This design comes from an exercise in tuning for small area, a short achievable clock period and few clock cycles per item on the open sky130 flow, not from production work. In this exercise RTL edits were held to simulation tests only and were not proved equivalent to the original.

// RSA_TOP
module RSA_TOP (
    input clk, input rst_n, input in_valid,
    input [3:0] in_p, input [3:0] in_q, input [7:0] in_e, input [7:0] in_c,
    output reg out_valid, output reg [7:0] out_m
);
reg [3:0] cnt;
reg [7:0] s0, s1, s2, s3, s4, s5, s6, s7;
always @(posedge clk or negedge rst_n)
  if (!rst_n) begin cnt <= 4'd0; out_valid <= 1'b0; out_m <= 8'd0; end
  else begin
    if (in_valid | (|cnt)) cnt <= cnt + 4'd1;
    out_valid <= cnt[3];
    out_m <= cnt[3] ? s7 : 8'd0;
  end
reg [2:0] kp, kq;
reg [6:0] ke;
always @(posedge clk)
  if (in_valid && cnt == 4'd0) begin
    kp <= {in_p[3], in_p[2], in_p[1] ^ in_p[0]};
    kq <= {in_q[3], in_q[2], in_q[1] ^ in_q[0]};
    ke <= in_e[6:0];
  end
wire [3:0] xp, xq;
wire [7:0] m;
core1 u1 (.c(s0), .cp(kp), .cq(kq), .e(ke), .xp(xp), .xq(xq));
core2 u2 (.xp(s1[7:4]), .xq(s1[3:0]), .cp(kp), .cq(kq), .m(m));
always @(posedge clk) begin
  s0 <= in_c; s1 <= {xp, xq}; s2 <= m; s3 <= s2; s4 <= s3; s5 <= s4; s6 <= s5; s7 <= s6;
end
endmodule
Settings: LEC_CHECK=0, ABC_AREA=1, CAP_MARGIN=20, CORE_MARGIN=2, CORE_UTILIZATION=40, SLEW_MARGIN=20; clock period 110.0 ns.
standard.sh (not shown) runs the stock make flow with config.mk's settings and CLKGATE_MAP_FILE= SYNTH_SCRIPT=/design/flow/synth_recipe.tcl, a recipe that flattens the netlist after the stock synthesis.
==> flow/flow/run.sh <==
#!/bin/bash
# Layout flow: the standard synthesis, then a stronger ABC re-mapping of the
# combinational logic only (every flip-flop instance, its name and its cell type are kept),
# then the standard layout from floorplan to finish.
set -euo pipefail
HERE=$(pwd)
LIB=$FLOW_HOME/platforms/sky130hd/lib/sky130_fd_sc_hd__tt_025C_1v80.lib
R=$HERE/orfs/results/sky130hd/RSA_TOP/base

bash standard.sh synth > log_1_standard_synth.txt 2>&1
cp $R/1_2_yosys.v $HERE/std_1_2_yosys.v

python3 flow/mkmodels.py $LIB $HERE/std_1_2_yosys.v $HERE/cell_models.v > log_2_models.txt 2>&1
DU=""
for c in $(grep -o 'cell *( *"\?sky130_fd_sc_hd__\(lpflow\|probe\)[a-z0-9_]*' $LIB | sed 's/.*(\s*"\?//'); do DU="$DU -dont_use $c"; done
cat > $HERE/resynth.ys <<EOY
read_liberty -lib $LIB
read_verilog -overwrite $HERE/cell_models.v
read_verilog $HERE/std_1_2_yosys.v
hierarchy -top RSA_TOP
flatten
proc
techmap
opt -fast -purge
abc -liberty $LIB $DU -script $HERE/flow/resynth.abc
read_liberty -lib -ignore_redef $LIB
opt_clean -purge
hilomap -singleton -hicell sky130_fd_sc_hd__conb_1 HI -locell sky130_fd_sc_hd__conb_1 LO
insbuf -buf sky130_fd_sc_hd__buf_4 A X
splitnets
opt_clean -purge
check -assert -mapped
tee -o $HERE/resynth_stat.txt stat -liberty $LIB
write_verilog -noattr -nohex -nodec $HERE/resynth_1_2_yosys.v
EOY
yosys -s $HERE/resynth.ys > log_3_resynth.txt 2>&1

# the flip-flops must be exactly the standard synthesis's
grep -oE '^\s*sky130_fd_sc_hd__(df|edf|sdf|dl)[a-z0-9_]+ [^ ]+' $HERE/std_1_2_yosys.v | sed 's/^ *//' | sort > $HERE/ff_std.txt
grep -oE '^\s*sky130_fd_sc_hd__(df|edf|sdf|dl)[a-z0-9_]+ [^ ]+' $HERE/resynth_1_2_yosys.v | sed 's/^ *//' | sort > $HERE/ff_new.txt
if cmp -s $HERE/ff_std.txt $HERE/ff_new.txt && [ -s $HERE/ff_std.txt ]; then
  cp $HERE/resynth_1_2_yosys.v $R/1_2_yosys.v
  echo "resynthesised netlist used" > log_4_choice.txt
else
  echo "flip-flops differ; standard netlist kept" > log_4_choice.txt
fi
rm -f $R/1_synth.odb $R/1_synth.sdc
EXTRA=()
if [ -f flow/extra_make_args.txt ]; then mapfile -t EXTRA < flow/extra_make_args.txt; fi
bash standard.sh finish "${EXTRA[@]}" > log_5_standard_finish.txt 2>&1
==> flow/flow/extra_make_args.txt <==
BUFFER_PORTS_ARGS=-buffer_cell sky130_fd_sc_hd__buf_1
CTS_ARGS=-sink_clustering_enable -repair_clock_nets -buf_list sky130_fd_sc_hd__clkbuf_4 -root_buf sky130_fd_sc_hd__clkbuf_8 -dont_use_dummy_load
==> flow/flow/resynth.abc <==
strash
&get -n
&deepsyn -T 60
&put
dch -f
map -a
topo
Other scripts of this flow, unchanged in this note and not shown: flow/flow/mkmodels.py
The starting point finished clean.
Testbench counts at the start, summed over its fixed seeds: cycles 5,120, items 320.
Then changed:
==> flow/flow/resynth.abc (replaced) <==
strash
&get -n
&deepsyn -T 60 -I 4
&put
dch -f
amap
topo
Non-clock buffer count goes up by 1.
Maximum frequency stays flat.
Worst setup slack gets worse by 0.0077 ns.
Design area goes down by 5.0%.
Via count goes up by 0.93%.
Area after synthesis goes down by 5.4%.
Routed wire length goes up by 1.6%.
Sequential cell count is unchanged.
Register-to-register slack gets worse by 0.88 ns.
Sequential share of layout area goes up by 1.7 points.
Then changed:
==> flow/flow/extra_make_args.txt (replaced) <==
BUFFER_PORTS_ARGS=-buffer_cell sky130_fd_sc_hd__buf_1
CTS_ARGS=-sink_clustering_enable -repair_clock_nets -buf_list sky130_fd_sc_hd__clkbuf_16 -root_buf sky130_fd_sc_hd__clkbuf_16 -sink_clustering_size 100 -sink_clustering_max_diameter 1000 -dont_use_dummy_load
- The new run completed with no timing, DRC or antenna violations
- setup slack improves by 0.040 ns
- synthesized cell count does not change
- die area does not change
- maximum frequency stays flat
- sequential share of layout area came out lower by 0.56 points
- cell area came out higher by 1.7%
- core utilization came out higher by 0.76 points
- register-to-register slack improves by 0.02 ns

[afterwards: timing with drivers on the ports]
No port has a modelled driver above. Below, the same layouts with a new extraction and two added sets of constraints. Step 1, drivers: a clkbuf_16 drives clk and a buf_2 each remaining input, both assumed. Step 2 also shifts input and output timing later by t, the mid clock arrival at the registers, as if the neighbouring blocks saw the same clock. Three values: ideal ports, drivers, drivers and shift; two values: the first two.
run | shift t [ns] | setup slack, ns | worst setup path at the end | clock arrival spread, ns | worst register clock-pin slew, ns
the first run | 0.373 | 87.142 / 87.109 / 86.888 | input to register | 0.040 / 0.040 | 0.10 / 0.10
the second run | 0.384 | 87.134 / 87.100 / 87.165 | input to register | 0.036 / 0.036 | 0.09 / 0.09
the third run | 0.367 | 87.174 / 87.136 / 87.170 | input to register | 0.022 / 0.022 | 0.07 / 0.07
After both steps every run listed still meets setup and hold. For the first run, which loses most, drivers alone change the setup slack by -0.033 ns; drivers and shift together by -0.254 ns.
